What follows belongs to an exercise in optimizing a design on an open flow for small area, a short achievable clock period and few clock cycles; a production flow would make more cautious choices. Function was checked by simulation only, so behaviour that the tests miss may differ from the original.

[flow/run.sh]
#!/bin/bash
# synth_recipe.tcl (not shown) runs the flow's synth.tcl, then flattens the netlist and writes it again
# the make line also repeats each setting of config.mk as NAME=value (left out here)
make -C /OpenROAD-flow-scripts/flow DESIGN_CONFIG=/design/flow/config.mk WORK_HOME=/design/flow/orfs CLKGATE_MAP_FILE= SYNTH_SCRIPT=/design/flow/synth_recipe.tcl finish
[flow/config.mk]
export PLATFORM = sky130hd
export DESIGN_NAME = CPU
export DESIGN_NICKNAME = CPU
export VERILOG_FILES = /design/flow/design.v
export SDC_FILE = /design/flow/constraint.sdc
export NUM_CORES = 4
export LEC_CHECK = 0
export CAP_MARGIN = 20
export CORE_MARGIN = 2
export CORE_UTILIZATION = 40
export SLEW_MARGIN = 20
[flow/constraint.sdc]
create_clock -name core_clock -period 22.0 [get_ports {CLK}]
set_input_delay 4.4000 -clock core_clock [delete_from_list [all_inputs] [get_ports {CLK}]]
set_output_delay 4.4000 -clock core_clock [all_outputs]
set_load 0.01 [all_outputs]
[flow/design.v]
`timescale 1ns / 1ps
module CPU(
    input CLK,
    input RST,
    output [31:0] imem_addr,  
    input [31:0] imem_data,  
    output [31:0] dmem_addr,  
    output [31:0] dmem_wdata,  
    output dmem_we,  
    input [31:0] dmem_rdata,  
    output halted  
    );
    localparam [5:0] ADDU = 6'b000000, SUBU = 6'b000001, ADDIU = 6'b000010, OR = 6'b010000,
                     AND = 6'b010001, ORI = 6'b010010, SLL = 6'b011000, SLTU = 6'b100110,
                     SLTIU = 6'b100111, SW = 6'b110000, LW = 6'b110001, BEQ = 6'b110100,
                     JUMP = 6'b111000, JR = 6'b111001, JAL = 6'b111010, HALT = 6'b111111;
    reg [29:0] pc;               
    reg [29:0] ras;              
    reg [31:0] dir;              
    reg [29:0] dpc;              
    reg dv;                      
    reg [31:0] xir;              
    reg [29:0] xpc1;             
    reg [31:0] xa, xb;           
    reg xfa, xfb;                
    reg [4:0] xdst;              
    reg xv;                      
    reg [31:0] mres, mst;        
    reg mwe, mld;                
    reg [4:0] mdst;              
    reg [31:0] wdat;             
    reg [4:0] wdst;              
    reg halt_r;
    reg [31:0] rf [0:31];        
    reg [31:0] rv;               
    assign imem_addr = {pc, 2'b00};
    wire [29:0] pc1 = pc + 30'd1;
    wire [5:0] f_op = imem_data[31:26];
    wire f_j = f_op == JUMP || f_op == JAL;
    wire f_jal = f_op == JAL;
    wire f_jr = f_op == JR;
    wire f_bt = f_op == BEQ && imem_data[25:21] == imem_data[20:16];
    wire [16:0] f_lo = {1'b0, pc1[15:0]} + {1'b0, imem_data[15:0]};
    wire [13:0] f_hi = pc1[29:16];
    wire [13:0] f_hip = f_hi + 14'd1;
    wire [13:0] f_him = f_hi - 14'd1;
    wire [29:0] f_btgt = {imem_data[15] ? (f_lo[16] ? f_hi : f_him) : (f_lo[16] ? f_hip : f_hi), f_lo[15:0]};
    wire [5:0] d_op = dir[31:26];
    wire [4:0] d_rs = dir[25:21], d_rt = dir[20:16], d_rd = dir[15:11];
    wire d_rtype = d_op == ADDU || d_op == SUBU || d_op == OR || d_op == AND || d_op == SLTU || d_op == SLL;
    wire d_iwrt = d_op == ADDIU || d_op == ORI || d_op == SLTIU || d_op == LW;
    wire d_use_rs = d_rtype && d_op != SLL || d_iwrt || d_op == SW || d_op == BEQ || d_op == JR;
    wire d_use_rt = d_rtype || d_op == SW || d_op == BEQ;
    wire [4:0] d_dst = d_rtype ? d_rd : d_iwrt ? d_rt : d_op == JAL ? 5'd31 : 5'd0;
    reg [31:0] rf_a, rf_b;
    integer i;
    always @* begin
        rf_a = 32'b0;
        rf_b = 32'b0;
        for (i = 1; i < 32; i = i + 1) begin
            rf_a = rf_a | (rf[i] & {32{rv[i] && d_rs == i}});
            rf_b = rf_b | (rf[i] & {32{rv[i] && d_rt == i}});
        end
    end
    wire a_x = d_rs == xdst && xdst != 5'd0;
    wire b_x = d_rt == xdst && xdst != 5'd0;
    wire a_m = d_rs == mdst && mdst != 5'd0;
    wire b_m = d_rt == mdst && mdst != 5'd0;
    wire a_w = d_rs == wdst && wdst != 5'd0;
    wire b_w = d_rt == wdst && wdst != 5'd0;
    wire [31:0] a_nm = a_w ? wdat : rf_a;
    wire [31:0] b_nm = b_w ? wdat : rf_b;
    wire [31:0] d_a = a_m & mld ? dmem_rdata : a_m ? mres : a_nm;
    wire [31:0] d_b = b_m & mld ? dmem_rdata : b_m ? mres : b_nm;
    wire d_replay = dv & xv & xir[31:26] == LW & (d_use_rs & a_x | d_use_rt & b_x);
    wire [5:0] op = xir[31:26];
    wire [4:0] sh = xir[10:6];
    wire [31:0] sx = {{16{xir[15]}}, xir[15:0]};
    wire [31:0] zx = {16'b0, xir[15:0]};
    wire i_or = op == OR, i_and = op == AND, i_sltu = op == SLTU, i_sll = op == SLL;
    wire i_subu = op == SUBU, i_addiu = op == ADDIU, i_ori = op == ORI, i_sltiu = op == SLTIU;
    wire i_lw = op == LW, i_sw = op == SW, i_beq = op == BEQ;
    wire i_jr = op == JR, i_jal = op == JAL, i_halt = op == HALT;
    wire [31:0] A = xfa ? mres : xa;
    wire [31:0] B = xfb ? mres : xb;
    wire imm_op = i_addiu | i_ori | i_sltiu | i_lw | i_sw;
    wire [31:0] Bp = imm_op ? (i_ori ? zx : sx) : B;
    wire sub = i_subu | i_sltu | i_sltiu;
    wire [32:0] sum = {1'b0, A} + {1'b0, Bp ^ {32{sub}}} + {32'b0, sub};
    wire lt = ~sum[32];
    wire [31:0] res =
        (i_or | i_ori) ? (A | Bp) :
        i_and ? (A & B) :
        (i_sltu | i_sltiu) ? {31'b0, lt} :
        i_sll ? (B << sh) :
        i_jal ? {xpc1, 2'b00} :
        sum[31:0];
    wire eq = A == B;
    wire [29:0] x_btgt = xpc1 + sx[29:0];
    wire x_mis = xv & (i_beq & (~dv | (eq ? x_btgt != dpc : xpc1 != dpc)) |
                       i_jr & (~dv | A[31:2] != dpc));
    wire [29:0] x_tgt = i_jr ? A[31:2] : eq ? x_btgt : xpc1;
    wire x_halt = xv & i_halt;
    wire kill = x_mis | x_halt | halt_r;
    always @(posedge CLK or posedge RST)
        if (RST) begin
            pc <= 30'b0;
            dv <= 1'b0;
            xv <= 1'b0;
            xdst <= 5'b0;
            mwe <= 1'b0;
            mld <= 1'b0;
            mdst <= 5'b0;
            wdst <= 5'b0;
            halt_r <= 1'b0;
        end else begin
            if (x_halt) halt_r <= 1'b1;
            pc <= x_mis ? x_tgt : d_replay ? dpc : f_j ? {pc1[29:26], imem_data[25:0]} :
                  f_bt ? f_btgt : f_jr ? ras : pc1;
            dv <= ~(kill | d_replay);
            xv <= dv & ~(kill | d_replay);
            xdst <= dv & ~(kill | d_replay) ? d_dst : 5'd0;
            mwe <= xv & i_sw;
            mld <= xv & i_lw;
            mdst <= xv ? xdst : 5'd0;
            wdst <= mdst;
        end
    always @(posedge CLK) begin
        if (f_jal) ras <= pc1;
        dir <= imem_data;
        dpc <= pc;
        xir <= dir;
        xpc1 <= dpc + 30'd1;
        xa <= d_a;
        xb <= d_b;
        xfa <= a_x;
        xfb <= b_x;
        mres <= res;
        mst <= B;
        wdat <= mld ? dmem_rdata : mres;
    end
    always @(posedge CLK or posedge RST)
        if (RST) rv <= 32'b0;
        else if (wdst != 5'd0) rv[wdst] <= 1'b1;
    always @(posedge CLK)
        if (wdst != 5'd0) rf[wdst] <= wdat;
    assign dmem_addr = mres;
    assign dmem_wdata = mst;
    assign dmem_we = mwe;
    assign halted = halt_r;
endmodule
==> impl_metrics.yaml <==
clock_tree:
  cts_max_level: 4
  clock_path_buffers: 3
  ctsResizeCount: 0
  cts_hold_buf: 0
  insertion_delay_ns: 0.84
  path_clk_slew_ns: 0.06
  cts_setup_buffers: 0
  cts_tree: "yes"
  cts_root_buf: "clkbuf_16"
  clock_sinks: 1379
  cts-buffers-inserted: 144
critical_path:
  start_kind: "primary input"
  required_ns: 22.66
  path_max_fanout: 6
  critPathKind: "in -> reg"
  cp_data_arrival_time_ns: 9.17
  worstSetupEndpointType: "register"
synth:
  synth_edf_count: 1022
  seq_area_frac_synth: 0.580
  ys_ff_latch: 1379
  ys.flop_type: "edfxtp_1"
  synthArstFlopShare: 0.0587
  avgSynthCellArea_um2: 11.7
  netlist_instances: 5635
  yosys.area.top_type_share: 0.466
  yosysUniqueCellTypes: 85
  synth_area_leaders: "edfxtp_1, dfxtp_1, a22oi_1"
  yosysWarnings: 1
  yosysTopAreaCell: "edfxtp_1"
  synth_area_um2: 65900
floorplanning:
  io_pins: 164
  die_w_um: 410
  die_area_um2: 168000
  initial_core_util: 0.404
  die_height_um: 410
  core_um2: 163000
  row_count: 148
power_and_ir_drop:
  ir_drop_v: 0.0000581
  p_per_area_nw_per_um2: 105
  netSwitchingPower_uw: 2670
  leakagePower_uw: 0.0265
  p_comb_frac: 0.218
  swShare: 0.339
  clkPwrFrac: 0.320
  fin_total_pwr_uw: 7870
  power.internal_uw: 5200
  power_frac_seq: 0.461
job:
  max_cap_violations: 0
drt:
  wl_per_cell_um: 40.6
  drcViolationCount: 0
  vias: 58288
  wl_um: 323000
  firstDrtPassIters: 15
  drt_iter0_drc: 13520
  postRouteAntennaNets: 0
  routed_via_density: 7.33
global_route:
  antenna_found_initial: 22
  grt_pass1_wl_um: 433000
  grt_max_degree: 58
  grt_util_all_layers: 0.369
  grt_pass1_vias: 53280
  overflow: 0
place:
  dp_cells: 7669
  hpwl_um: 188000
  gp_congestion: 1.07
  io_buffers: 161
layout:
  layout_commonest_cell: "edfxtp_1"
  fin_util: 0.459
  drive_above_1_share: 0.0961
  final_cell_mix: "edfxtp_1, a22oi_1, nor2_1"
  syn_to_final_growth_pct: 13.6
  final_nets: 5826
  final_cells: 7955
  fillers: 14642
timing:
  worst_clock_skew_ns: 0.0761
  rsz0062_at_grt: "false"
  final-max-slew-violation-count: 0
  hold_viol: 0
  fin_crit_sh: 0.387
  tns_ns: 0
  setup_viol: 0
  fmax_mhz: 118
  holdWs_ns: 0.327
  layout_min_cycle_time_ns: 8.51
  slew_headroom: 0.117
  worstMarginPinSlew_ns: 1.29
outcome:
  status: "no timing/DRC/antenna violations"
worst_hold_path:
  min_path_type: "reg -> reg"
[power groups by stage]
stage	registers, uW	logic, uW	clock network (uW)
5_1_grt	3640	1820	2610
4_1_cts	3600	1660	2510
3_3_place_gp	3650	1650	0
6_report	3630	1720	2520
2_1_floorplan	3390	1100	0
3_5_place_dp	3650	1650	0
[critical path, cell delays in order]
cell             delay (ns)
clkdlybuf4s50_1        0.45
ha_1                   0.23
fa_1                   0.46
a211o_1                0.31
a2111oi_0              0.59
o311ai_0               0.51
a41o_1                 0.47
nor4_1                 0.66
nand4_1                0.17
o21ai_0                0.17
xnor2_1                0.15
o221ai_1               0.13
o21ai_0                0.18
a21boi_0               0.19
mux2i_1                0.09
[cell type report]
class / count / area (um2) / area share
Sequential cell: 1379 / 38200 / 0.511
Multi-Input combinational cell: 3692 / 25800 / 0.345
Clock buffer: 209 / 4190 / 0.0559
Tap cell: 2175 / 2720 / 0.0364
Timing Repair Buffer: 301 / 2660 / 0.0356
Clock inverter: 60 / 701 / 0.00936
Inverter: 122 / 459 / 0.00613
Antenna cell: 17 / 42.5 / 0.000568
[routing by layer]
layer	global-route usage	wire, um
met4	0.230	26100
met5	0.0152	320
met1	0.468	113000
met3	0.152	54000
met2	0.517	130000
[registers in the layout, summed over array words and instances, names as in the netlist, 31 cells and up]
register,cells
rf,992
dir,32
mres,32
wdat,32
xb,32
xa,32
rv,31
mst,32
[cells by family (layout without fill, tap and decap cells)]
logic type,Yosys count,after routing,synth area share
other,1,19,0.0000569
AOI/OAI and AO/OA,1761,1761,0.193
adders and majority gates,120,120,0.0231
DFF,1379,1379,0.580
muxes,225,225,0.0364
xor gates and xnor gates,254,254,0.0338
buffers and inverters,565,692,0.0333
and+or+nand+nor,1330,1330,0.100
[path summary, 6_finish.rpt]
kind	from	end	slack, ns	cells past startpoint
worst max register to register	xfa	pc[5]	14.87	18
min in group asynchronous	RST	pc[16]	4.01	2
worst max-delay path	imem_data[0]	pc[25]	13.49	15
worst min-delay path	dir[9]	xir[9]	0.33	0
worst min register to register	dir[9]	xir[9]	0.33	0
max in group asynchronous	RST	mld	16.76	3
[cells in the mapped netlist, drive strengths merged (22+ instances only)]
cell type,count
nand4,142
o211ai,32
a21oi,297
clkbuf,383
xnor2,162
buf,60
inv,122
edfxtp,1022
o21ai,174
mux2i,177
and2,22
a22oi,607
dfrtp,81
o21bai,36
dfxtp,276
nor3,100
a22o,147
and3,82
nand2,253
a31oi,27
nor2,341
nand3,194
a222oi,66
mux2,43
a21o,40
nor4,77
ha,117
a221oi,163
a211oi,33
xor2,92
[metrics by stage]
step | area, um2 | setup slack (ns)
2_1_floorplan | 65900 | 14.28
3_3_place_gp | 69900 | 12.84
3_5_place_dp | 69900 | 12.79
4_1_cts | 74800 | 13.58
5_1_grt | 74800 | 13.25
6_report | 74800 | 13.49
Testbench counts, summed over its fixed seeds: cycles 34,702.

## separate check: timing with driven ports
Ports are ideal in the flow. The routed layout listed here was re-timed in OpenROAD. Step 1 sets driving cells, clkbuf_16 on the clock port and buf_2 on the other inputs (assumed; they add their load-dependent delay and slew). Step 2 times the ports against the registers' clock, not the clock port: input delays grow and output delays shrink by t, the midpoint of the rising clock arrivals with the driver on. Three values: ideal ports, drivers, drivers and shift; two values: the first two.
shift t [ns]: 0.885
slack for setup (ns): 13.493 / 13.553 / 12.668
worst hold slack (ns): 0.327 / 0.327 / 0.327
worst setup path at the end: input to register
worst slew at a driven data input, ns: 0.16
After both steps this run still meets setup and hold. For this run, drivers alone change the setup slack by +0.060 ns; drivers and shift together by -0.825 ns.
